Background: an optimization exercise with open tools, aiming at small area. Do not read the settings as production practice. At most, simulation tests tie the RTL to the original design; equivalence was not proved. For runs 1 to 3 and 5, only the layout was checked, not whether the RTL still works. No activity file was given, so power comes from the tool's default toggle rates.

**design/flow/design.v**
```verilog
module security
		#(
			parameter	MAIN_MEM_ADDR = 14,
			parameter	CACHE_ADDR = 7,
			parameter 	PREG_PROTECT_LOW = 384,
			parameter 	PREG_PROTECT_HIGH = 767
		)
		(
			input clock,
			input reset,
			input [MAIN_MEM_ADDR-1:0]	mainmem_address,
			input [CACHE_ADDR-1:0]		cache_address,
			input 						MemoryAccess,
			input 						cache_hit,
			input 						cache_miss,
			output	reg					IRQ,
			output	wire				VVV_STATE
		);
localparam	NLINES = 2**CACHE_ADDR;
localparam	IDLE      = 3'b000,
			FIRST_A   = 3'd2,
			FIRST_V   = 3'd3,
			SECOND_VVH = 3'd1,
			SECOND_XAM = 3'd4,	 
			SECOND_AVM = 3'd5,
			ATTACK    = 3'd6;
assign VVV_STATE = 1'b0;
wire attack_space = (mainmem_address < PREG_PROTECT_LOW) | (mainmem_address > PREG_PROTECT_HIGH);
localparam	HI = CACHE_ADDR - CACHE_ADDR/2;
localparam	LO = CACHE_ADDR/2;
localparam	NAOI3 = NLINES / 3;
localparam	NAOI = (NLINES + 2) / 3;
wire [(2**HI)-1:0] rsel_n;
wire [(2**LO)-1:0] csel_n;
wire [NLINES-1:0]  sel;
wire [3*NLINES-1:0] REG_STATES_w;
wire [3*NAOI-1:0]  rd_n;
genvar gi, gj, gb;
generate
	for (gi = 0; gi < 2**HI; gi = gi + 1) begin : g_row
		assign rsel_n[gi] = ~((MemoryAccess & (cache_address[CACHE_ADDR-1:LO] == gi)) | reset);
	end
	for (gj = 0; gj < 2**LO; gj = gj + 1) begin : g_col
		assign csel_n[gj] = ~((cache_address[LO-1:0] == gj) | reset);
	end
	for (gi = 0; gi < 2**HI; gi = gi + 1) begin : g_sr
		for (gj = 0; gj < 2**LO; gj = gj + 1) begin : g_sc
			security_nor2 u_sel (.a(rsel_n[gi]), .b(csel_n[gj]), .y(sel[gi*(2**LO)+gj]));
		end
	end
	for (gb = 0; gb < 3; gb = gb + 1) begin : g_rb
		for (gi = 0; gi < NAOI3; gi = gi + 1) begin : g_ra
			security_aoi222 u_rd (
				.a1(sel[3*gi]),   .a2(REG_STATES_w[3*(3*gi)+gb]),
				.b1(sel[3*gi+1]), .b2(REG_STATES_w[3*(3*gi+1)+gb]),
				.c1(sel[3*gi+2]), .c2(REG_STATES_w[3*(3*gi+2)+gb]),
				.y(rd_n[gb*NAOI+gi]));
		end
		if (NLINES % 3 == 2) begin : g_r2
			security_aoi22 u_rd (
				.a1(sel[NLINES-2]), .a2(REG_STATES_w[3*(NLINES-2)+gb]),
				.b1(sel[NLINES-1]), .b2(REG_STATES_w[3*(NLINES-1)+gb]),
				.y(rd_n[gb*NAOI+NAOI3]));
		end
		if (NLINES % 3 == 1) begin : g_r1
			assign rd_n[gb*NAOI+NAOI3] = ~(sel[NLINES-1] & REG_STATES_w[3*(NLINES-1)+gb]);
		end
	end
endgenerate
reg [3*NLINES-1:0] REG_STATES;
assign REG_STATES_w = REG_STATES;
reg [2:0] state;
reg [2:0] next_state;
wire [2:0] d = reset ? IDLE : next_state;
always @* begin
	state[0] = ~&rd_n[0*NAOI +: NAOI];
	state[1] = ~&rd_n[1*NAOI +: NAOI];
	state[2] = ~&rd_n[2*NAOI +: NAOI];
end
generate
	for (gi = 0; gi < NLINES; gi = gi + 1) begin : g_line
		always @(posedge clock)
			if (sel[gi])
				REG_STATES[3*gi +: 3] <= d;
	end
endgenerate
always @* begin
	case (state)
	IDLE:       next_state = attack_space ? FIRST_A : FIRST_V;
	FIRST_A:    next_state = attack_space ? (cache_hit  ? SECOND_XAM : IDLE)
	                                      : (cache_miss ? SECOND_AVM : IDLE);
	FIRST_V:    next_state = attack_space ? (cache_miss ? SECOND_XAM : IDLE)
	                                      : (cache_hit  ? SECOND_VVH : IDLE);
	SECOND_VVH: next_state = (attack_space ? cache_miss : cache_hit) ? ATTACK : IDLE;
	SECOND_XAM: next_state = (!attack_space & cache_miss) ? ATTACK : IDLE;
	SECOND_AVM: next_state = (!attack_space | cache_miss) ? ATTACK : IDLE;
	default:    next_state = IDLE;
	endcase
end
always @(posedge clock, posedge reset)
	if (reset)
		IRQ <= 1'b0;
	else
		IRQ <= (next_state == ATTACK);
endmodule
module security_nor2 (input a, input b, output y);
assign y = ~(a | b);
endmodule
module security_aoi22 (input a1, input a2, input b1, input b2, output y);
assign y = ~((a1 & a2) | (b1 & b2));
endmodule
module security_aoi222 (input a1, input a2, input b1, input b2, input c1, input c2, output y);
assign y = ~((a1 & a2) | (b1 & b2) | (c1 & c2));
endmodule
```
**design/flow/flow/run.sh**
```bash
#!/bin/bash
# Own layout flow: the standard flow (standard.sh, standard synthesis unchanged) with
# - input/output port buffers of the smallest buffer cell (resized later by repair_design),
# - clock tree from clkbuf_8 cells without dummy loads,
# - power (area) recovery on paths with positive slack after global routing.
set -euo pipefail
export BUFFER_PORTS_ARGS="-buffer_cell sky130_fd_sc_hd__buf_1"
export CTS_ARGS="-sink_clustering_enable -repair_clock_nets -buf_list sky130_fd_sc_hd__clkbuf_8 -sink_clustering_size 18 -sink_clustering_max_diameter 50 -dont_use_dummy_load"
export RECOVER_POWER=100
bash standard.sh > standard_flow.log 2>&1
```
**design/flow/standard.sh**
```bash
#!/bin/bash
# synth_recipe.tcl (not shown) runs the flow's synth.tcl, then flattens the netlist and writes it again
# the make line also repeats each setting of config.mk as NAME=value (left out here)
make -C /OpenROAD-flow-scripts/flow DESIGN_CONFIG=/design/flow/config.mk WORK_HOME=/design/flow/orfs CLKGATE_MAP_FILE= SYNTH_SCRIPT=/design/flow/synth_recipe.tcl "${@:-finish}"
```
**design/flow/config.mk**
```make
export PLATFORM = sky130hd
export DESIGN_NAME = security
export DESIGN_NICKNAME = security
export VERILOG_FILES = /design/flow/design.v
export SDC_FILE = /design/flow/constraint.sdc
export NUM_CORES = 4
export LEC_CHECK = 0
export CAP_MARGIN = 10
export CORE_MARGIN = 2
export CORE_UTILIZATION = 55
export CTS_BUF_LIST = sky130_fd_sc_hd__clkbuf_8
export CTS_CLUSTER_DIAMETER = 50
export CTS_CLUSTER_SIZE = 16
export GPL_TIMING_DRIVEN = 0
export SLEW_MARGIN = 10
export SYNTH_HIERARCHICAL = 1
export SYNTH_MINIMUM_KEEP_SIZE = 0
```
**design/flow/constraint.sdc**
```tcl
create_clock -name core_clock -period 6.0 [get_ports {clock}]
set_input_delay 1.2000 -clock core_clock [delete_from_list [all_inputs] [get_ports {clock}]]
set_output_delay 1.2000 -clock core_clock [all_outputs]
set_load 0.01 [all_outputs]
```
==> flow_summary.toml, run 1 <==
[grt]
grt_pass1_vias = 7821
overflow = 0
grt_pass1_wl_microns = 45600
grt_max_degree = 34
antenna_found_initial = 0
track_usage_pct = 22.8

[pwr]
finalPower_w = 0.00468
p_leak_nw = 4.99
ir_drop_mv = 0.211
power_density_nw_per_um2 = 300

[routing]
vias_per_cell = 6.70
drt_wl_total_microns = 29900
routedWlPerCell_microns = 25.5
drc = 0
num_vias = 7850
drtIter0Drc = 1244
dr.pass1.iters = 6
ant_nets = 0

[critical_path]
crit_path_start_kind = "input pin"
worstPathArrival_ps = 5870
critPathKind = "in -> reg"
path_max_fanout = 18
ff2ff_path_depth = 11
endpoint_kind = "flop"
crit_required_ps = 6370

[final_layout]
final_common_cell = "edfxtp_1"
fill_cells = 1818
drive_gt1_share_pct = 10.9
fin_nets = 869
num_antenna_cells = 0
area.growth.synth_to_final_pct = 10.8
final_cell_mix = "384 x edfxtp_1, 134 x nor2_1, 126 x a222oi_1, 35 x clkbuf_8, 30 x nand4_1"

[die]
dieArea_sq_um = 26900
initial_core_util_pct = 55.9
die_y_microns = 164
core_sq_um = 25200
die-width_microns = 164
io_pins = 28
rows = 58

[timing]
fin_skew_ps = 57.6
fin_tns_setup_ps = 0
period_share_pct = 91.7
max_clock_freq_mhz = 182
relSlewSlack_pct = 42.4
rsz0062_at_grt = "no"
setup_viol = 0
min_period_ps = 5500
worstMarginPinSlew_ps = 860
drv_slew = 0
hold_viol = 0

[yosys]
netlist_instances = 757
postSynthAreaPerCell_sq_um = 18.6
yosysSeqAreaShare_pct = 82.1
netlist_area_sq_um = 14100
ys_types = 35
ys.flop_type = "edfxtp_1"
synth_seq_cells = 385
async_reset_ff_share_pct = 0.260
yosysWarnings = 7
synth_enable_flop_cells = 384

[clock_network]
cts_buffer_depth = 3
clk_latency_ps = 540
cts_made_buffers = 35
htree_num_levels = 2
root_buffer = "clkbuf_8"
cts_tree = "done"
clkTransAtPathRegs_ps = 80
clock-sinks = 385

[worst_hold_path]
hold_path_class = "in -> async"

[job]
drv_cap = 0

[placed_design]
place.gp.congestion = 0.768
port_buffers = 19
dp_hpwl_microns = 19300

[outcome]
status = "finished clean"
-- what timing repair did --
| action | 4_1_cts | 5_1_grt |
|---|---|---|
| hold endpoints to repair | 0 | 0 |
| resized for setup | 0 | 0 |
| setup buffers | 0 | 11 |
| endpoints found under the setup margin | 0 | 22 |
| hold buffers | 0 | 0 |
-- modules after synthesis (local to each module, per instance) --
module           area, sq um  cells  times used  flip-flops and latches
security_aoi22          12.5      1           3                       0
security_aoi222         10.0      1         126                       0
security               12300    500           1                     385
security_nor2           3.75      1         128                       0
-- kinds of logic after synthesis --
logic type / after synthesis / synth area share [%]
simple gates: 201 / 6.80
other cells: 1 / 0.0266
mux: 1 / 0.0800
flops: 385 / 82.1
compound gates: 163 / 10.8
buf+inv: 6 / 0.187
-- flip-flops by register name, indices dropped and copies added (netlist names) --
| signal | flops |
|---|---|
| REG_STATES | 384 |
| IRQ | 1 |
-- cell usage after synthesis (all sizes together) (3+ instances only) --
| master | count | share of area, % |
|---|---|---|
| a21oi | 14 | 0.50 |
| nor4 | 7 | 0.58 |
| nor3 | 4 | 0.14 |
| nand4 | 31 | 1.4 |
| nor2 | 135 | 3.6 |
| inv | 3 | 0.080 |
| nand2 | 7 | 0.19 |
| a22oi | 3 | 0.27 |
| edfxtp | 384 | 82 |
| a41oi | 3 | 0.19 |
| nand3 | 6 | 0.28 |
| nor3b | 4 | 0.21 |
| a222oi | 126 | 9.0 |
| a31oi | 8 | 0.36 |
| nor2b | 3 | 0.13 |
-- through the flow --
step / instances / util (%) / setup WS (ps) / hold slack, ps / instance area (sq um)
floorplan: 757 / - / -98.2 / 709 / 14300
global placement: 1106 / 58.7 / -4050 / 818 / 14800
detailed placement: 1125 / 60.0 / -366 / 860 / 15100
CTS: 1160 / 61.9 / 177 / 719 / 15600
global route: 1171 / 61.9 / 94.0 / 732 / 15600
finish: 1171 / 61.9 / 498 / 737 / 15600
-- cell type report --
type                       count  area (sq um)  area share [%]
buffer                         3          16.3           0.104
clock buffer                  35           482            3.09
inverter                       3          11.3          0.0722
multi-input combinational    366          2630            16.9
sequential                   385         11600            74.1
tap                          330           413            2.65
timing repair buffer          49           490            3.14
-- metal layers --
metal | track usage, % | part of all wire (%) | vias to the layer above
li1 | - | - | 3510
met1 | 32.1 | 43 | 4021
met2 | 36.9 | 49 | 281
met3 | 3.89 | 6.3 | 38
met4 | 6.94 | 1.7 | 0
met5 | 0 | 0 | -
-- report_power, final --
part	leakage (nW)	switching, W	internal (W)
clock	0.252	0.000747	0.000523
combinational	0.960	0.000235	0.0000939
sequential	3.78	0.0000301	0.00306
-- critical path: stages --
cell and delay [ps]:
clkbuf_1 180, clkbuf_1 340, a31oi_1 570, buf_4 290, nor2_1 140, a222oi_1 500, nand4_2 240, nor4_2 410
nand3_2 320, nor2_2 240, nor2_1 100, a211oi_4 530, buf_8 250, buf_8 180, buf_8 170, buf_6 170
-- final timing paths --
path,startpoint,to,slack [ps]
max,reset,REG_STATES[64]$_DFFE_PP_,500
max reg2reg,REG_STATES[288]$_DFFE_PP_,REG_STATES[64]$_DFFE_PP_,2230
min,reset,IRQ$_DFF_PP0_,740
max in group asynchronous,reset,IRQ$_DFF_PP0_,5030
min reg2reg,REG_STATES[211]$_DFFE_PP_,IRQ$_DFF_PP0_,850
min in group core_clock,REG_STATES[211]$_DFFE_PP_,IRQ$_DFF_PP0_,850
==> run 2, diff against run 1 <==
==> design/flow/flow/run.sh (replaced) <==
#!/bin/bash
# Own layout flow: the standard flow (standard.sh, standard synthesis unchanged) with
# - synthesis buffers removed at floorplan instead of pre-placement timing repair
#   (sizing is left to the placement-aware repair steps),
# - input/output port buffers of the smallest buffer cell (resized later by repair_design),
# - clock tree from clkbuf_8 cells without dummy loads,
# - power (area) recovery on paths with positive slack after global routing.
set -euo pipefail
export REMOVE_ABC_BUFFERS=1
export BUFFER_PORTS_ARGS="-buffer_cell sky130_fd_sc_hd__buf_1"
export CTS_ARGS="-sink_clustering_enable -repair_clock_nets -buf_list sky130_fd_sc_hd__clkbuf_8 -sink_clustering_size 18 -sink_clustering_max_diameter 50 -dont_use_dummy_load"
export RECOVER_POWER=100
bash standard.sh > standard_flow.log 2>&1
==> run 2 against run 1 <==
Utilization down 0.57 points. Via count up 2.4%. Area after synthesis unchanged. Clock power shrank 6%. Routed wire length increased by 0.19%. Worst hold slack gained 79 ps. Clock skew increased by 13 ps. Combinational power decreased by 2%. Sequential share of layout area increased by 0.68 points. Still clean on timing, DRC and antenna. Clock-buffer cell count decreased by 4. Maximum frequency is 2.4% lower. Highest routed layer unchanged.
==> flow_summary.toml, run 2 <==
[routing]
dr.pass1.iters = 9
routedWlPerCell_microns = 25.6
drt_wl_total_microns = 29900
num_vias = 8035
drtIter0Drc = 1382
ant_nets = 0
vias_per_cell = 6.87
drc = 0

[clock_network]
htree_num_levels = 1
clk_latency_ps = 620
clock-sinks = 385
cts_tree = "done"
clkTransAtPathRegs_ps = 80
cts_hold_buffers = 0
root_buffer = "clkbuf_8"
cts_buffer_depth = 3
cts_made_buffers = 31

[critical_path]
endpoint_kind = "flop"
worstPathArrival_ps = 6080
cp_slowest_cell = "a21oi_1"
crit_chain = "clkbuf_1, nor2b_1, a21oi_1, nor2_1, a222oi_1, nand4_1, nor4_1, and3_2, nor3_1, a2111oi_4, buf_4, buf_2, buf_4, buf_2, buf_4"
critPathKind = "in -> reg"
crit_required_ps = 6440
path_common_cell = "buf_4"
crit_path_start_kind = "input pin"
crit_buf_inv = 6
path_max_fanout = 10
cpPeakStageDelay_ps = 720
cpLargestDelayFamily = "compound AO/OA/AOI/OAI gates"

[grt]
overflow = 0
grt_pass1_wl_microns = 45100
antenna_found_initial = 0
grt_pass1_vias = 7712
track_usage_pct = 22.3
grt_max_degree = 30

[yosys]
ys.flop_type = "edfxtp_1"
synth_seq_cells = 385
async_reset_ff_share_pct = 0.260
yosysWarnings = 7
synth_area_leaders = "edfxtp_1 82%, a222oi_1 9.0%, nor2_1 3.6%, nand4_1 1.3%, nor4_2 0.53%"
synth.most_common_cell = "edfxtp_1"
yosysSeqAreaShare_pct = 82.1
synth_common_cells = "384 x edfxtp_1, 134 x nor2_1, 126 x a222oi_1"
synth_top_area_cell = "edfxtp_1"
synth_top_area_share_pct = 81.9
postSynthAreaPerCell_sq_um = 18.6
ys_types = 35
netlist_area_sq_um = 14100
netlist_instances = 757
synth_enable_flop_cells = 384

[final_layout]
num_antenna_cells = 0
drive_gt1_share_pct = 10.3
fill_cells = 1794
largest-register = "REG_STATES"
fin_nets = 867
stdcell_count = 1169
final_common_cell = "edfxtp_1"
biggestRegsByFlops = "REG_STATES: 384 flops, IRQ: 1 flops"
area.growth.synth_to_final_pct = 9.81
postLayoutCoreUtil_pct = 61.4
finalInstanceArea_sq_um = 15500
largest_reg_flops = 384
final_cell_mix = "384 x edfxtp_1, 134 x nor2_1, 126 x a222oi_1, 31 x clkbuf_8, 30 x nand4_1"

[pwr]
pwr-share-seq_pct = 67.0
p_sw_w = 0.00101
power_density_nw_per_um2 = 298
finalPower_w = 0.00461
power_switching_share_pct = 21.8
p_leak_nw = 4.96
p_clk_share_pct = 26.0
ir_drop_mv = 0.178
combinationalPowerShare_pct = 7.0
intPower_w = 0.00360

[timing]
min_period_ps = 5640
hold_viol = 0
max_clock_freq_mhz = 177
hold_ws_ps = 817
rsz0062_at_grt = "no"
fin_skew_ps = 70.8
worstMarginPinSlew_ps = 941
drv_slew = 0
period_share_pct = 94.0
relSlewSlack_pct = 37.2
setup_viol = 0

[die]
dieArea_sq_um = 26900
initial_core_util_pct = 55.9
rows = 58
die-width_microns = 164
io_pins = 28
core_sq_um = 25200
die_y_microns = 164

[outcome]
status = "finished clean"

[placed_design]
port_buffers = 19
place.gp.congestion = 0.792
place_area_sq_um = 15000
placed_cells = 1131
dp_hpwl_microns = 19500

[job]
drv_cap = 0

[worst_hold_path]
hold_path_class = "in -> async"
-- run 2: cell count changes in the layout (fill, tap and decap cells not counted), sizes merged --
cell | before | now
buf | 37 | 42
clkbuf | 50 | 43
-- run 2: path summary, 6_finish.rpt --
path                                                  end  cells past startpoint                 startpoint  slack [ps]
worst max-delay path            REG_STATES[339]$_DFFE_PP_                     15           cache_address[6]         360
worst min-delay path                        IRQ$_DFF_PP0_                      2                      reset         820
worst max register to register  REG_STATES[339]$_DFFE_PP_                     11   REG_STATES[37]$_DFFE_PP_        2080
worst min register to register              IRQ$_DFF_PP0_                      5  REG_STATES[211]$_DFFE_PP_         910
max in group asynchronous                   IRQ$_DFF_PP0_                      2                      reset        5010
min in group core_clock                     IRQ$_DFF_PP0_                      5  REG_STATES[211]$_DFFE_PP_         910
-- run 2: Yosys stat by module, one instance, submodules excluded --
| module | flops+latches | cells | copies in the design |
|---|---|---|---|
| security_aoi222 | 0 | 1 | 126 |
| security | 385 | 500 | 1 |
| security_nor2 | 0 | 1 | 128 |
| security_aoi22 | 0 | 1 | 3 |
-- run 2: cell type report --
type | instances | area [sq um] | area share (%)
timing repair buffer | 54 | 467 | 3.02
inverter | 3 | 11.3 | 0.0729
multi-input combinational | 366 | 2580 | 16.7
tap | 330 | 413 | 2.67
clock buffer | 31 | 427 | 2.76
sequential | 385 | 11600 | 74.8
-- run 2: worst reg2reg max path, delay by kind of cell (launching register included) --
family	cells	cell delay [ps]
AND/OR/NAND/NOR	4	1280
AO/OA/AOI/OAI	2	1050
buffers and inverters	5	1010
flip-flops	1	420
-- run 2: stage by stage --
step	setup WS [ps]	TNS, ps
finish	362	0
global route	88.9	0
CTS	60.5	0
detailed placement	-845	-117800
global placement	-16950	-4802750
floorplan	-6720	-1659660
-- run 2: power groups by stage --
stage          Sequential, W  Clock (W)  Combinational, W
2_1_floorplan        0.00313          0          0.000202
3_3_place_gp         0.00314          0          0.000293
3_5_place_dp         0.00315          0          0.000315
4_1_cts              0.00309    0.00124          0.000314
5_1_grt              0.00309    0.00134          0.000349
6_report             0.00309    0.00120          0.000321
-- run 2: cells by family (layout without fill, tap and decap cells) --
kind of cell	after synthesis	count (layout)	share of synthesized area (%)
AOI/OAI and AO/OA	163	163	10.8
buffers and inverters	6	88	0.187
DFF	385	385	82.1
muxes	1	1	0.0800
other	1	1	0.0266
and+or+nand+nor	201	201	6.80
-- run 2: per-layer routing --
layer | GRT usage, % | vias to the layer above | share of wire (%)
met5 | 0 | - | 0
met4 | 5.46 | 0 | 2.0
li1 | - | 3511 | -
met1 | 33.8 | 4140 | 44
met2 | 35.3 | 336 | 48
met3 | 2.50 | 48 | 6.4
-- run 2: what timing repair did --
| item | CTS | global route |
|---|---|---|
| gates resized for setup | 2 | 3 |
| gates cloned | 0 | 0 |
| setup buffers | 0 | 7 |
| pin swaps | 0 | 3 |
| endpoints found under the setup margin | 23 | 33 |
==> run 3, diff against run 2 <==
--- a/design/flow/design.v
+++ b/design/flow/design.v
@@ -18,12 +18,12 @@
 		);
 localparam	NLINES = 2**CACHE_ADDR;
 localparam	IDLE      = 3'b000,
-			FIRST_A   = 3'd2,
-			FIRST_V   = 3'd3,
-			SECOND_VVH = 3'd1,
-			SECOND_XAM = 3'd4,	 
-			SECOND_AVM = 3'd5,
-			ATTACK    = 3'd6;
+			FIRST_A   = 3'b001,
+			FIRST_V   = 3'b010,
+			SECOND_VVH = 3'b011,
+			SECOND_XAM = 3'b100,	 
+			SECOND_AVM = 3'b101,
+			ATTACK    = 3'b111;
 assign VVV_STATE = 1'b0;
 wire attack_space = (mainmem_address < PREG_PROTECT_LOW) | (mainmem_address > PREG_PROTECT_HIGH);
 localparam	HI = CACHE_ADDR - CACHE_ADDR/2;
@@ -71,7 +71,15 @@
 assign REG_STATES_w = REG_STATES;
 reg [2:0] state;
 reg [2:0] next_state;
-wire [2:0] d = reset ? IDLE : next_state;
+localparam	NDCOPY = 4;
+wire [3*NDCOPY-1:0] dcopy;
+generate
+	for (gi = 0; gi < NDCOPY; gi = gi + 1) begin : g_d
+		for (gb = 0; gb < 3; gb = gb + 1) begin : g_db
+			security_andn u_d (.a(next_state[gb]), .b(reset), .y(dcopy[3*gi+gb]));
+		end
+	end
+endgenerate
 always @* begin
 	state[0] = ~&rd_n[0*NAOI +: NAOI];
 	state[1] = ~&rd_n[1*NAOI +: NAOI];
@@ -81,7 +89,7 @@
 	for (gi = 0; gi < NLINES; gi = gi + 1) begin : g_line
 		always @(posedge clock)
 			if (sel[gi])
-				REG_STATES[3*gi +: 3] <= d;
+				REG_STATES[3*gi +: 3] <= dcopy[3*(gi/(NLINES/NDCOPY)) +: 3];
 	end
 endgenerate
 always @* begin
@@ -103,6 +111,9 @@
 	else
 		IRQ <= (next_state == ATTACK);
 endmodule
+module security_andn (input a, input b, output y);
+assign y = a & ~b;
+endmodule
 module security_nor2 (input a, input b, output y);
 assign y = ~(a | b);
 endmodule
==> design/flow/flow/run.sh (replaced) <==
#!/bin/bash
# Own layout flow: the standard flow (standard.sh, standard synthesis unchanged) with
# - input/output port buffers of the smallest buffer cell (resized later by repair_design),
# - clock tree from clkbuf_8 cells without dummy loads,
# - power (area) recovery on paths with positive slack after global routing.
set -euo pipefail
export BUFFER_PORTS_ARGS="-buffer_cell sky130_fd_sc_hd__buf_1"
export CTS_ARGS="-sink_clustering_enable -repair_clock_nets -buf_list sky130_fd_sc_hd__clkbuf_8 -sink_clustering_size 18 -sink_clustering_max_diameter 50 -dont_use_dummy_load"
export RECOVER_POWER=100
bash standard.sh > standard_flow.log 2>&1
==> run 3 against run 2 <==
First-iteration DRC count fell by 1.2%. Total power increased by 2.1%. Via count up 0.45%. Maximum frequency down 1.8%. Critical endpoint is now REG_STATES[203]$_DFFE_PP_. Worst hold slack better by 99 ps. Largest cell class unchanged. Setup slack worse by 100 ps. Die area is 1.4% higher. Global-route usage up 0.30 points. Area after synthesis grew 1.4%. Critical path depth is 3 lower.
==> flow_summary.toml, run 3 <==
[timing]
min_period_ps = 5740
drv_slew = 0
max_clock_freq_mhz = 174
period_share_pct = 95.7
hold_viol = 0
fin_skew_ps = 46.5
postLayoutSetupSlackWorst_ps = 258
relSlewSlack_pct = 18.5
rsz0062_at_grt = "yes"
worstMarginPinSlew_ps = 1220
setup_viol = 0

[worst_hold_path]
hold_path_class = "reg -> reg"
min_to = "IRQ$_DFF_PP0_"
hp-start = "REG_STATES[210]$_DFFE_PP_"
worstHoldPathCells = 5

[critical_path]
r2r-start = "REG_STATES[27]$_DFFE_PP_"
path_max_fanout = 32
rrSetupSlack_ps = 2300
ff2ff_path_depth = 8
endpoint_kind = "flop"
regToRegEndpoint = "REG_STATES[66]$_DFFE_PP_"
critPathKind = "in -> reg"
worstPathArrival_ps = 5950
crit_required_ps = 6200
crit_path_start_kind = "input pin"

[placed_design]
dp_slack_ps = -638
place_area_sq_um = 14900
port_buffers = 17
place.gp.congestion = 0.788
dp_hpwl_microns = 18400

[clock_network]
cts_made_buffers = 34
clock-sinks = 385
root_buffer = "clkbuf_8"
cts_buffer_depth = 3
cts_hold_buffers = 0
htree_num_levels = 2
clk_latency_ps = 550
cts_tree = "done"
clkTransAtPathRegs_ps = 70

[die]
die-width_microns = 165
initial_core_util_pct = 56.3
core_sq_um = 25300
rows = 58
dieArea_sq_um = 27200
io_pins = 28
die_y_microns = 165

[yosys]
synth.most_common_cell = "edfxtp_1"
synth_top_area_share_pct = 80.8
synth_top_area_cell = "edfxtp_1"
synth_seq_cells = 385
ys.flop_type = "edfxtp_1"
netlist_area_sq_um = 14300
async_reset_ff_share_pct = 0.260
yosysWarnings = 7
synth_enable_flop_cells = 384
netlist_instances = 780
synth_common_cells = "384 x edfxtp_1, 139 x nor2_1, 126 x a222oi_1"
yosysSeqAreaShare_pct = 81.0
postSynthAreaPerCell_sq_um = 18.3
ys_types = 39
synth_area_leaders = "edfxtp_1 81%, a222oi_1 8.8%, nor2_1 3.7%, nand4_1 1.3%, nor2b_4 1.2%"

[grt]
grt_pass1_wl_microns = 45300
grt_pass1_vias = 7775
grt_max_degree = 33
antenna_found_initial = 0
overflow = 0
track_usage_pct = 22.6

[final_layout]
largest_reg_flops = 384
final_common_cell = "edfxtp_1"
biggestRegsByFlops = "REG_STATES: 384 flops, IRQ: 1 flops"
finalInstanceArea_sq_um = 15700
area.growth.synth_to_final_pct = 9.67
final_cell_mix = "384 x edfxtp_1, 137 x nor2_1, 126 x a222oi_1, 34 x clkbuf_8, 30 x nand4_1"
fin_nets = 877
fill_cells = 1809
largest-register = "REG_STATES"
drive_gt1_share_pct = 12.0

[routing]
vias_per_cell = 6.84
wl_met3_microns = 2200
routedWlPerCell_microns = 26.8
wl_met2_microns = 15200
drtIter0Drc = 1366
wl_met1_microns = 13700
dr.pass1.iters = 8
num_vias = 8071
drc = 0
ant_nets = 0
maxUsedRoutingLayer = "met4"
drt_wl_total_microns = 31600

[pwr]
ir_drop_mv = 0.205
finalPower_w = 0.00470
power_density_nw_per_um2 = 301
p_leak_nw = 4.93

[outcome]
status = "finished clean"

[job]
drv_cap = 0
## run 3: repair_timing
action,CTS,global route
setup buffers,0,8
gates cloned,0,8
hold endpoints to repair,0,0
endpoints found under the setup margin,133,384
gates resized for setup,2,26
## run 3: power by group
part           internal, W  total [W]  switching, W
combinational    0.0000964   0.000344      0.000247
clock             0.000509    0.00127      0.000765
sequential         0.00305    0.00309     0.0000301
## run 3: stage by stage
| stage | util (%) | setup TNS, ps | std cells | hold WS [ps] |
|---|---|---|---|---|
| after global routing | 61.8 | -358 | 1179 | 989 |
| after global placement | 58.2 | -820500 | 1127 | 914 |
| final | 61.8 | 0 | 1180 | 915 |
| after floorplan | - | 0 | 780 | 778 |
| after CTS | 60.6 | 0 | 1163 | 854 |
| after detailed placement | 58.7 | -208420 | 1129 | 922 |
## run 3: cell families after synthesis
group                  Yosys count  share of synthesized area [%]
DFF                            385                           81.0
and+or+nand+nor                216                           7.69
AOI/OAI and AO/OA              167                           10.9
buffers and inverters           10                          0.316
muxes                            1                         0.0701
other                            1                         0.0263
## run 3: how the worst max path moves through the flow
stage                     start                         to  slack, ps  depth (start not counted)
2_1_floorplan  cache_address[0]    REG_STATES[0]$_DFFE_PP_       1480                         11
3_3_place_gp              reset   REG_STATES[27]$_DFFE_PP_      -2200                         12
3_5_place_dp              reset   REG_STATES[99]$_DFFE_PP_       -640                         12
4_1_cts                   reset  REG_STATES[204]$_DFFE_PP_         50                         12
5_1_grt                   reset  REG_STATES[203]$_DFFE_PP_        -50                         12
6_report                  reset  REG_STATES[203]$_DFFE_PP_        260                         12
## run 3: modules after synthesis (local to each module, per instance)
module	cells inside	flip-flops and latches	times used	cell area (sq um)
security_aoi222	1	0	126	10.0
security_aoi22	1	0	3	12.5
security	511	385	1	12300
security_andn	1	0	12	13.8
security_nor2	1	0	128	3.75
## run 3: worst max-delay path, cell delays in order
cell,delay [ps]
buf_2,480
clkbuf_1,470
a21oi_1,770
nor2_1,310
a222oi_1,500
nand4_1,190
nor3_1,390
nand3_2,230
nand2b_1,260
mux2i_1,150
a32o_1,270
nor2b_4,670
## run 3: layer usage
metal,GRT usage (%),up-vias
met2,35.5,333
li1,-,3561
met3,4.77,44
met5,0,-
met1,32.6,4133
met4,6.01,0
## run 3: layout make-up
type	count	area, sq um	share of cell area, %
Multi-Input combinational cell	393	2940	18.8
Inverter	4	15.0	0.0959
Antenna cell	1	2.50	0.0160
Buffer	6	30.0	0.192
Timing Repair Buffer	27	230	1.47
Clock buffer	34	468	2.99
Sequential cell	385	11600	73.8
Tap cell	330	413	2.64
==> run 4, diff against run 3 <==
--- a/design/flow/design.v
+++ b/design/flow/design.v
@@ -71,15 +71,7 @@
 assign REG_STATES_w = REG_STATES;
 reg [2:0] state;
 reg [2:0] next_state;
-localparam	NDCOPY = 4;
-wire [3*NDCOPY-1:0] dcopy;
-generate
-	for (gi = 0; gi < NDCOPY; gi = gi + 1) begin : g_d
-		for (gb = 0; gb < 3; gb = gb + 1) begin : g_db
-			security_andn u_d (.a(next_state[gb]), .b(reset), .y(dcopy[3*gi+gb]));
-		end
-	end
-endgenerate
+wire [2:0] d = reset ? IDLE : next_state;
 always @* begin
 	state[0] = ~&rd_n[0*NAOI +: NAOI];
 	state[1] = ~&rd_n[1*NAOI +: NAOI];
@@ -89,7 +81,7 @@
 	for (gi = 0; gi < NLINES; gi = gi + 1) begin : g_line
 		always @(posedge clock)
 			if (sel[gi])
-				REG_STATES[3*gi +: 3] <= dcopy[3*(gi/(NLINES/NDCOPY)) +: 3];
+				REG_STATES[3*gi +: 3] <= d;
 	end
 endgenerate
 always @* begin
@@ -111,9 +103,6 @@
 	else
 		IRQ <= (next_state == ATTACK);
 endmodule
-module security_andn (input a, input b, output y);
-assign y = a & ~b;
-endmodule
 module security_nor2 (input a, input b, output y);
 assign y = ~(a | b);
 endmodule
==> design/flow/flow/run.sh (replaced) <==
#!/bin/bash
# Own layout flow: the standard flow (standard.sh, standard synthesis unchanged) with
# - every combinational cell downsized to its smallest drive strength before floorplanning
#   (flow/downsize.tcl, a PRE_FLOORPLAN hook); repair sizes up what timing needs,
# - input/output port buffers of the smallest buffer cell (resized later by repair_design),
# - clock tree from clkbuf_8 cells without dummy loads,
# - power (area) recovery on paths with positive slack after global routing.
set -euo pipefail
here="$(cd "$(dirname "${BASH_SOURCE[0]}")" && pwd)"
export PRE_FLOORPLAN_TCL="$here/downsize.tcl"
export BUFFER_PORTS_ARGS="-buffer_cell sky130_fd_sc_hd__buf_1"
export CTS_ARGS="-sink_clustering_enable -repair_clock_nets -buf_list sky130_fd_sc_hd__clkbuf_8 -sink_clustering_size 16 -sink_clustering_max_diameter 50 -dont_use_dummy_load"
export RECOVER_POWER=100
bash standard.sh > standard_flow.log 2>&1
==> design/flow/flow/downsize.tcl (new file) <==
# PRE_FLOORPLAN hook: give every combinational cell of the synthesized netlist the
# smallest-area drive strength of its function. Registers, tie cells, clock cells,
# buffers and delay cells are left as synthesis made them. The later repair steps
# (repair_design, repair_timing) size cells back up where timing, slew or load need it.
set db [ord::get_db]
set block [ord::get_db_block]
array set best {}
foreach lib [$db getLibs] {
  foreach m [$lib getMasters] {
    set n [$m getName]
    if { [regexp {^(sky130_fd_sc_hd__[a-z0-9]+)_([0-9]+)$} $n -> base drv] } {
      if { [lsearch -exact $::env(DONT_USE_CELLS) $n] >= 0 } { continue }
      set a [expr { [$m getWidth] * [$m getHeight] }]
      if { ![info exists best($base)] || $a < [lindex $best($base) 1] } {
        set best($base) [list $n $a]
      }
    }
  }
}
set swapped 0
set saved 0
foreach inst [$block getInsts] {
  set m [$inst getMaster]
  set name [$m getName]
  if { ![regexp {^(sky130_fd_sc_hd__([a-z0-9]+))_([0-9]+)$} $name -> base func drv] } { continue }
  if { [regexp {^(df|edf|sdf|sedf|dl|conb|clk|buf|tap|fill|decap|diode|probe|lpflow|ebuf|einv)} $func] } {
    continue
  }
  if { ![info exists best($base)] } { continue }
  set a [expr { [$m getWidth] * [$m getHeight] }]
  if { [lindex $best($base) 1] < $a } {
    replace_cell [$inst getName] [lindex $best($base) 0]
    incr swapped
    set saved [expr { $saved + $a - [lindex $best($base) 1] }]
  }
}
puts "downsize: $swapped instances downsized, [format %.1f [expr { $saved / 1e6 }]] um2 saved"
==> run 4 against run 3 <==
Clock skew is 1.3 ps lower. Routed wire length is 2.1% lower. Synthesized cell count is 1.4% lower. Setup slack better by 25 ps. Utilization is 0.34 points lower. First-iteration DRC count is 9.7% lower. Global-route usage is 0.68 points higher. Die area is 1.5% lower. Sequential cell count stayed put. Cell count stayed put. Critical path type unchanged. Critical endpoint is now REG_STATES[94]$_DFFE_PP_. Highest routed layer unchanged.
==> flow_summary.toml, run 4 <==
[die]
io_pins = 28
rows = 58
core_sq_um = 25100
die-width_microns = 164
die_y_microns = 164
initial_core_util_pct = 56.0
dieArea_sq_um = 26800

[yosys]
synth_seq_cells = 385
synth.most_common_cell = "edfxtp_1"
yosysSeqAreaShare_pct = 81.9
synth_common_cells = "384 x edfxtp_1, 136 x nor2_1, 126 x a222oi_1"
ys.flop_type = "edfxtp_1"
synth_area_leaders = "edfxtp_1 82%, a222oi_1 8.9%, nor2_1 3.6%, nand4_1 1.4%, a21oi_1 0.60%"
synth_top_area_cell = "edfxtp_1"
async_reset_ff_share_pct = 0.260
netlist_instances = 769
synth_enable_flop_cells = 384
synth_top_area_share_pct = 81.7
yosysWarnings = 7
yosysChipArea_sq_um = 14100
ys_types = 38

[clock_network]
clk_latency_ps = 540
htree_num_levels = 2
cts_buffer_depth = 3
clock-sinks = 385
cts_tree = "done"
clkTransAtPathRegs_ps = 70
cts_made_buffers = 35
root_buffer = "clkbuf_8"

[timing]
postLayoutSetupSlackWorst_ps = 283
worstMarginPinSlew_ps = 945
hold_ws_ps = 940
min_period_ps = 5720
hold_viol = 0
rsz0062_at_grt = "no"
setup_viol = 0
fin_tns_setup_ps = 0
relSlewSlack_pct = 36.7
period_share_pct = 95.3
max_clock_freq_mhz = 175
fin_skew_ps = 45.2
drv_slew = 0

[grt]
track_usage_pct = 23.3
antenna_found_initial = 2
grt_max_degree = 75
grt_pass1_vias = 7853
grt_pass1_wl_microns = 46800
overflow = 0

[placed_design]
port_buffers = 16
dp_hpwl_microns = 19700
place.gp.congestion = 0.745
dp_slack_ps = -1040

[job]
drv_cap = 0

[final_layout]
final_cell_mix = "384 x edfxtp_1, 136 x nor2_1, 126 x a222oi_1, 35 x clkbuf_8, 32 x nand4_1"
final_common_cell = "edfxtp_1"
largest_reg_flops = 384
largest-register = "REG_STATES"
biggestRegsByFlops = "REG_STATES: 384 flops, IRQ: 1 flops"
drive_gt1_share_pct = 8.02
fin_nets = 876
postLayoutCoreUtil_pct = 61.5

[pwr]
power_density_nw_per_um2 = 303
p_leak_nw = 4.98
ir_drop_mv = 0.222

[critical_path]
cpLargestDelayFamily = "simple AND/OR/NAND/NOR gates"
cp_slowest_cell = "a21oi_1"
path_max_fanout = 17
worstPathArrival_ps = 6010
endpoint_kind = "flop"
critPathKind = "in -> reg"
cpPeakStageDelay_ps = 690
crit_buf_inv = 4
path_common_cell = "a21oi_1"
ff2ff_path_depth = 9
crit_path_start_kind = "input pin"
crit_chain = "clkbuf_1, clkbuf_1, a21oi_1, nor2_1, a222oi_1, nand4_1, nor4_1, nand3_1, a21oi_1, a21oi_1, nor3_4, buf_16, clkbuf_2"
rrSetupSlack_ps = 2220
r2r-start = "REG_STATES[36]$_DFFE_PP_"
crit_required_ps = 6290
regToRegEndpoint = "REG_STATES[94]$_DFFE_PP_"

[routing]
drtIter0Drc = 1233
routedWlPerCell_microns = 26.2
drc = 0
drt_wl_total_microns = 31000
vias_per_cell = 6.81
num_vias = 8040
ant_nets = 0
dr.pass1.iters = 6

[outcome]
status = "finished clean"

[worst_hold_path]
hold_path_class = "in -> async"
==> run 4: logic make-up after synthesis <==
family,share of synthesized area (%)
AOI/OAI and AO/OA,10.9
adders and majority gates,0.0798
buffers and inverters,0.408
DFF,81.9
muxes,0.0798
other,0.0266
and+or+nand+nor,6.56
==> run 4: metrics by stage <==
step	total power, W	instances	area, sq um
detailed placement	0.00346	1129	14900
finish	0.00468	1180	15400
CTS	0.00473	1176	15500
floorplan	0.00334	769	14100
global route	0.00485	1178	15400
global placement	0.00344	1115	14600
==> run 4: Yosys stat by module, one instance, submodules excluded <==
module | cell area (sq um) | times used | flops+latches | cells
security_aoi222 | 10.0 | 126 | 0 | 1
security | 12300 | 1 | 385 | 512
security_aoi22 | 12.5 | 3 | 0 | 1
security_nor2 | 3.75 | 128 | 0 | 1
==> run 4: final cells by class <==
cell class              instances  area (sq um)
well taps                     330           413
flip-flops and latches        385         11600
fillers                      1897          9680
inverters                       4          15.0
diodes                          2          5.00
repair buffers                 44           375
plain buffers                   8          42.5
multi-input cells             372          2540
clock buffers                  35           482
==> run 4: timing repair <==
item | 4_1_cts | 5_1_grt
resized for setup | 7 | 2
hold buffers | 0 | 0
endpoints found under the setup margin | 227 | 104
pin swaps | 0 | 1
setup buffers | 12 | 2
==> run 4: power by group <==
part	switching (W)	internal, W	leakage (nW)
registers	0.0000313	0.00306	3.78
clock network	0.000754	0.000523	0.252
logic	0.000232	0.0000857	0.952
==> run 4: how the worst max path moves through the flow <==
stage,startpoint,to,slack [ps],cells after the start
floorplan,reset,REG_STATES[101]$_DFFE_PP_,7,11
global placement,reset,REG_STATES[158]$_DFFE_PP_,-3630,11
detailed placement,reset,REG_STATES[158]$_DFFE_PP_,-1040,14
CTS,reset,REG_STATES[158]$_DFFE_PP_,20,14
global route,reset,REG_STATES[118]$_DFFE_PP_,50,13
finish,reset,REG_STATES[94]$_DFFE_PP_,280,13
==> run 4: layer usage <==
metal / vias up / global-route usage, % / wire length (microns)
met4: 0 / 5.86 / 479
met3: 39 / 4.47 / 2410
met2: 342 / 36.1 / 14700
met1: 4127 / 34.5 / 13400
li1: 3532 / - / -
met5: - / 0 / 0
==> run 5, diff against run 4 <==
==> design/flow/design.v (replaced) <==
module security
		#(
			parameter	MAIN_MEM_ADDR = 14,
			parameter	CACHE_ADDR = 7,
			parameter 	PREG_PROTECT_LOW = 384,
			parameter 	PREG_PROTECT_HIGH = 767
		)
		(
			input clock,
			input reset,
			input [MAIN_MEM_ADDR-1:0]	mainmem_address,
			input [CACHE_ADDR-1:0]		cache_address,
			input 						MemoryAccess,
			input 						cache_hit,
			input 						cache_miss,
			output	reg					IRQ,
			output	wire				VVV_STATE
		);
localparam	NLINES = 128;
localparam	IDLE       = 3'd0,
			FIRST_A    = 3'd1,
			FIRST_V    = 3'd2,
			SECOND_VVH = 3'd3,
			SECOND_XAM = 3'd4,	 
			SECOND_AVM = 3'd5,
			ATTACK     = 3'd7;
assign VVV_STATE = 1'b0;
wire attack_space = (mainmem_address < PREG_PROTECT_LOW) | (mainmem_address > PREG_PROTECT_HIGH);
wire [6:0] ca_n;
wire [7:0]  rsel_n;
wire [15:0] csel_n;
wire [NLINES-1:0] sel;
genvar gi, gj, gb;
generate
	for (gi = 0; gi < 7; gi = gi + 1) begin : g_inv
		security_inv u_inv (.a(cache_address[gi]), .y(ca_n[gi]));
	end
	for (gi = 0; gi < 8; gi = gi + 1) begin : g_row
		security_aoi41 u_dec (
			.a1(MemoryAccess),
			.a2(gi[2] ? cache_address[6] : ca_n[6]),
			.a3(gi[1] ? cache_address[5] : ca_n[5]),
			.a4(gi[0] ? cache_address[4] : ca_n[4]),
			.b(reset), .y(rsel_n[gi]));
	end
	for (gj = 0; gj < 16; gj = gj + 1) begin : g_col
		security_aoi41 u_dec (
			.a1(gj[3] ? cache_address[3] : ca_n[3]),
			.a2(gj[2] ? cache_address[2] : ca_n[2]),
			.a3(gj[1] ? cache_address[1] : ca_n[1]),
			.a4(gj[0] ? cache_address[0] : ca_n[0]),
			.b(reset), .y(csel_n[gj]));
	end
	for (gi = 0; gi < 8; gi = gi + 1) begin : g_sr
		for (gj = 0; gj < 16; gj = gj + 1) begin : g_sc
			security_nor2 u_sel (.a(rsel_n[gi]), .b(csel_n[gj]), .y(sel[gi*16+gj]));
		end
	end
endgenerate
reg  [3*NLINES-1:0] REG_STATES;
wire [3*NLINES-1:0] q = REG_STATES;
wire [2:0] state;
generate
	for (gb = 0; gb < 3; gb = gb + 1) begin : g_rb
		wire [42:0] t0;
		wire [10:0] t1;
		wire [2:0]  t2;
		for (gi = 0; gi < 42; gi = gi + 1) begin : g_ra
			security_aoi222 u_rd (
				.a1(sel[3*gi]),   .a2(q[3*(3*gi)+gb]),
				.b1(sel[3*gi+1]), .b2(q[3*(3*gi+1)+gb]),
				.c1(sel[3*gi+2]), .c2(q[3*(3*gi+2)+gb]),
				.y(t0[gi]));
		end
		security_aoi22 u_rd2 (
			.a1(sel[126]), .a2(q[3*126+gb]),
			.b1(sel[127]), .b2(q[3*127+gb]),
			.y(t0[42]));
		for (gi = 0; gi < 10; gi = gi + 1) begin : g_o1
			security_nand4 u_o1 (.a(t0[4*gi]), .b(t0[4*gi+1]), .c(t0[4*gi+2]), .d(t0[4*gi+3]), .y(t1[gi]));
		end
		security_nand3 u_o1b (.a(t0[40]), .b(t0[41]), .c(t0[42]), .y(t1[10]));
		security_nor4 u_o2a (.a(t1[0]), .b(t1[1]), .c(t1[2]),  .d(t1[3]), .y(t2[0]));
		security_nor4 u_o2b (.a(t1[4]), .b(t1[5]), .c(t1[6]),  .d(t1[7]), .y(t2[1]));
		security_nor3 u_o2c (.a(t1[8]), .b(t1[9]), .c(t1[10]), .y(t2[2]));
		security_nand3 u_o3 (.a(t2[0]), .b(t2[1]), .c(t2[2]), .y(state[gb]));
	end
endgenerate
reg [2:0] next_state;
always @* begin
	case (state)
	IDLE:       next_state = attack_space ? FIRST_A : FIRST_V;
	FIRST_A:    next_state = attack_space ? (cache_hit  ? SECOND_XAM : IDLE)
	                                      : (cache_miss ? SECOND_AVM : IDLE);
	FIRST_V:    next_state = attack_space ? (cache_miss ? SECOND_XAM : IDLE)
	                                      : (cache_hit  ? SECOND_VVH : IDLE);
	SECOND_VVH: next_state = (attack_space ? cache_miss : cache_hit) ? ATTACK : IDLE;
	SECOND_XAM: next_state = (!attack_space & cache_miss) ? ATTACK : IDLE;
	SECOND_AVM: next_state = (!attack_space | cache_miss) ? ATTACK : IDLE;
	default:    next_state = IDLE;
	endcase
end
wire [2:0] d = reset ? IDLE : next_state;
generate
	for (gi = 0; gi < NLINES; gi = gi + 1) begin : g_line
		always @(posedge clock)
			if (sel[gi])
				REG_STATES[3*gi +: 3] <= d;
	end
endgenerate
always @(posedge clock, posedge reset)
	if (reset)
		IRQ <= 1'b0;
	else
		IRQ <= (next_state == ATTACK);
endmodule
module security_inv (input a, output y);
assign y = ~a;
endmodule
module security_nor2 (input a, input b, output y);
assign y = ~(a | b);
endmodule
module security_nor3 (input a, input b, input c, output y);
assign y = ~(a | b | c);
endmodule
module security_nor4 (input a, input b, input c, input d, output y);
assign y = ~(a | b | c | d);
endmodule
module security_nand3 (input a, input b, input c, output y);
assign y = ~(a & b & c);
endmodule
module security_nand4 (input a, input b, input c, input d, output y);
assign y = ~(a & b & c & d);
endmodule
module security_aoi41 (input a1, input a2, input a3, input a4, input b, output y);
assign y = ~((a1 & a2 & a3 & a4) | b);
endmodule
module security_aoi22 (input a1, input a2, input b1, input b2, output y);
assign y = ~((a1 & a2) | (b1 & b2));
endmodule
module security_aoi222 (input a1, input a2, input b1, input b2, input c1, input c2, output y);
assign y = ~((a1 & a2) | (b1 & b2) | (c1 & c2));
endmodule
==> run 5 against run 4 <==
Total power rose by 1.2%. Cell count did not move. Still clean on timing, DRC and antenna. Sequential power barely moved. Die area rose by 0.14%. Non-clock buffer count rose by 11. Highest routed layer unchanged. Largest power group unchanged. Global-route usage rose by 0.48 points.
==> flow_summary.toml, run 5 <==
[timing]
setup_viol = 0
relSlewSlack_pct = 26.3
period_share_pct = 96.0
hold_viol = 0
max_clock_freq_mhz = 174
worstMarginPinSlew_ps = 1110
rsz0062_at_grt = "no"
drv_slew = 0
fin_tns_setup_ps = 0
fin_skew_ps = 38.1
min_period_ps = 5760

[routing]
drc = 0
ant_nets = 0
vias_per_cell = 6.82
num_vias = 8053
drt_wl_total_microns = 31500
drtIter0Drc = 1025
dr.pass1.iters = 6
routedWlPerCell_microns = 26.7

[grt]
grt_pass1_wl_microns = 47000
track_usage_pct = 23.7
grt_max_degree = 43
antenna_found_initial = 0
overflow = 0
grt_pass1_vias = 7872

[job]
drv_cap = 0

[die]
io_pins = 28
dieArea_sq_um = 26900
core_sq_um = 25200
die_y_microns = 164
die-width_microns = 164
initial_core_util_pct = 55.9
rows = 58

[placed_design]
port_buffers = 19
dp_hpwl_microns = 20300
place_area_sq_um = 15100
place.gp.congestion = 0.749

[critical_path]
crit_path_start_kind = "input pin"
critPathKind = "in -> reg"
path_max_fanout = 22
startpoint = "cache_address[1]"
r2r-start = "REG_STATES[36]$_DFFE_PP_"
worstPathArrival_ps = 6020
endpoint_kind = "flop"
crit_required_ps = 6260

[clock_network]
clock-sinks = 385
clk_latency_ps = 550
htree_num_levels = 2
cts_hold_buffers = 0
cts_made_buffers = 35
root_buffer = "clkbuf_8"
clkTransAtPathRegs_ps = 70
cts_tree = "done"
cts_buffer_depth = 3

[final_layout]
largest_reg_flops = 384
fill_cells = 1761
num_antenna_cells = 0
drive_gt1_share_pct = 12.8
finalInstanceArea_sq_um = 15900
fin_nets = 878
seq_area_sq_um = 11600
final_common_cell = "edfxtp_1"
postLayoutCoreUtil_pct = 63.2
largest-register = "REG_STATES"
final_cell_mix = "384 x edfxtp_1, 129 x nor2_1, 126 x a222oi_1, 35 x clkbuf_8, 30 x nand4_1"
multi_input_area_sq_um = 2900
biggestRegsByFlops = "REG_STATES: 384 flops, IRQ: 1 flops"

[pwr]
p_leak_nw = 5.05
combinationalPowerShare_pct = 7.5
p_clk_share_pct = 27.4
p_sw_w = 0.00106
power_density_nw_per_um2 = 298
power_switching_share_pct = 22.4
intPower_w = 0.00368
pwr-share-seq_pct = 65.0
ir_drop_mv = 0.189

[yosys]
yosysWarnings = 7
netlist_instances = 756

[worst_hold_path]
hold_path_class = "in -> async"

[outcome]
status = "finished clean"
-- run 5: routing by layer --
layer	wire length (microns)	global-route usage (%)	vias up
met2	15000	37.4	306
li1	-	-	3554
met5	0	0	-
met4	1030	8.69	0
met1	13200	33.7	4125
met3	2160	4.39	68
-- run 5: per-stage QoR --
step | power [W] | hold WS (ps) | instances | setup slack [ps]
after floorplan | 0.00333 | 933 | 756 | 30.0
after global placement | 0.00343 | 1120 | 1105 | -4320
after detailed placement | 0.00347 | 1190 | 1126 | -1220
after CTS | 0.00475 | 939 | 1173 | 16.4
after global routing | 0.00489 | 1040 | 1180 | 9.67
final | 0.00474 | 1030 | 1180 | 243
-- run 5: power by group through the flow --
stage | combinational [W] | sequential [W] | clock, W
floorplan | 0.000198 | 0.00313 | 0
global placement | 0.000296 | 0.00314 | 0
detailed placement | 0.000325 | 0.00314 | 0
CTS | 0.000343 | 0.00308 | 0.00133
global route | 0.000383 | 0.00309 | 0.00142
finish | 0.000356 | 0.00308 | 0.00130
-- run 5: worst paths after layout --
check,to,depth (start not counted),slack [ps]
setup / recovery,REG_STATES[42]$_DFFE_PP_,16,240
hold reg to reg,IRQ$_DFF_PP0_,6,1210
min in group core_clock,IRQ$_DFF_PP0_,4,1190
hold / removal,IRQ$_DFF_PP0_,2,1030
max in group asynchronous,IRQ$_DFF_PP0_,2,4800
setup reg to reg,REG_STATES[42]$_DFFE_PP_,12,2160
-- run 5: repair_timing --
action,4_1_cts,5_1_grt
pin swaps,5,3
hold endpoints to repair,0,0
resized for setup,15,13
endpoints found under the setup margin,366,180
buffers inserted,12,7
-- run 5: worst max-delay path: stages --
cell,delay (ps)
buf_2,340
inv_1,390
a41oi_4,630
nor2_1,250
a222oi_1,440
nand4_1,200
nor4_1,530
nand3_1,210
clkbuf_1,250
maj3_1,370
a21oi_1,300
o41a_1,260
a211oi_4,90
buf_8,200
buf_8,160
buf_8,170
-- run 5: layout make-up --
class	instances	area share, %
buffer	4	0.134
clock buffer	35	3.03
multi-input combinational	356	18.2
tap	330	2.60
timing repair buffer	59	3.08
inverter	11	0.260
sequential	385	72.7

[afterwards: timing with drivers on the ports]
In the flow no input, the clock included, has a driving cell. The finished layouts below were timed again as built, in two steps.
Step 1 assumes that a clkbuf_16 drives the clock port and a buf_2 every other input.
Step 2 moves the port delays by t, midway between the first and last clock arrival at a register: inputs arrive t later, outputs are due t later. That takes back most of the time a late clock gives input paths.
Slacks: no drivers / after step 1 / after step 2; pairs: no drivers / after step 1.
run | t, ns | setup slack, ns | pins driven straight from the clock port
run 1 | 0.558 | 0.498 / 0.495 / -0.063 | 1
run 2 | 0.633 | 0.362 / 0.385 / -0.247 | 1
run 3 | 0.573 | 0.258 / 0.288 / -0.285 | 1
run 4 | 0.566 | 0.283 / 0.281 / -0.285 | 1
run 5 | 0.578 | 0.243 / 0.236 / -0.342 | 1
Met with ideal ports but missed after step 2: setup timing in every run listed. For run 2, which loses most, drivers alone change the setup slack by +0.023 ns; drivers and shift together by -0.609 ns.
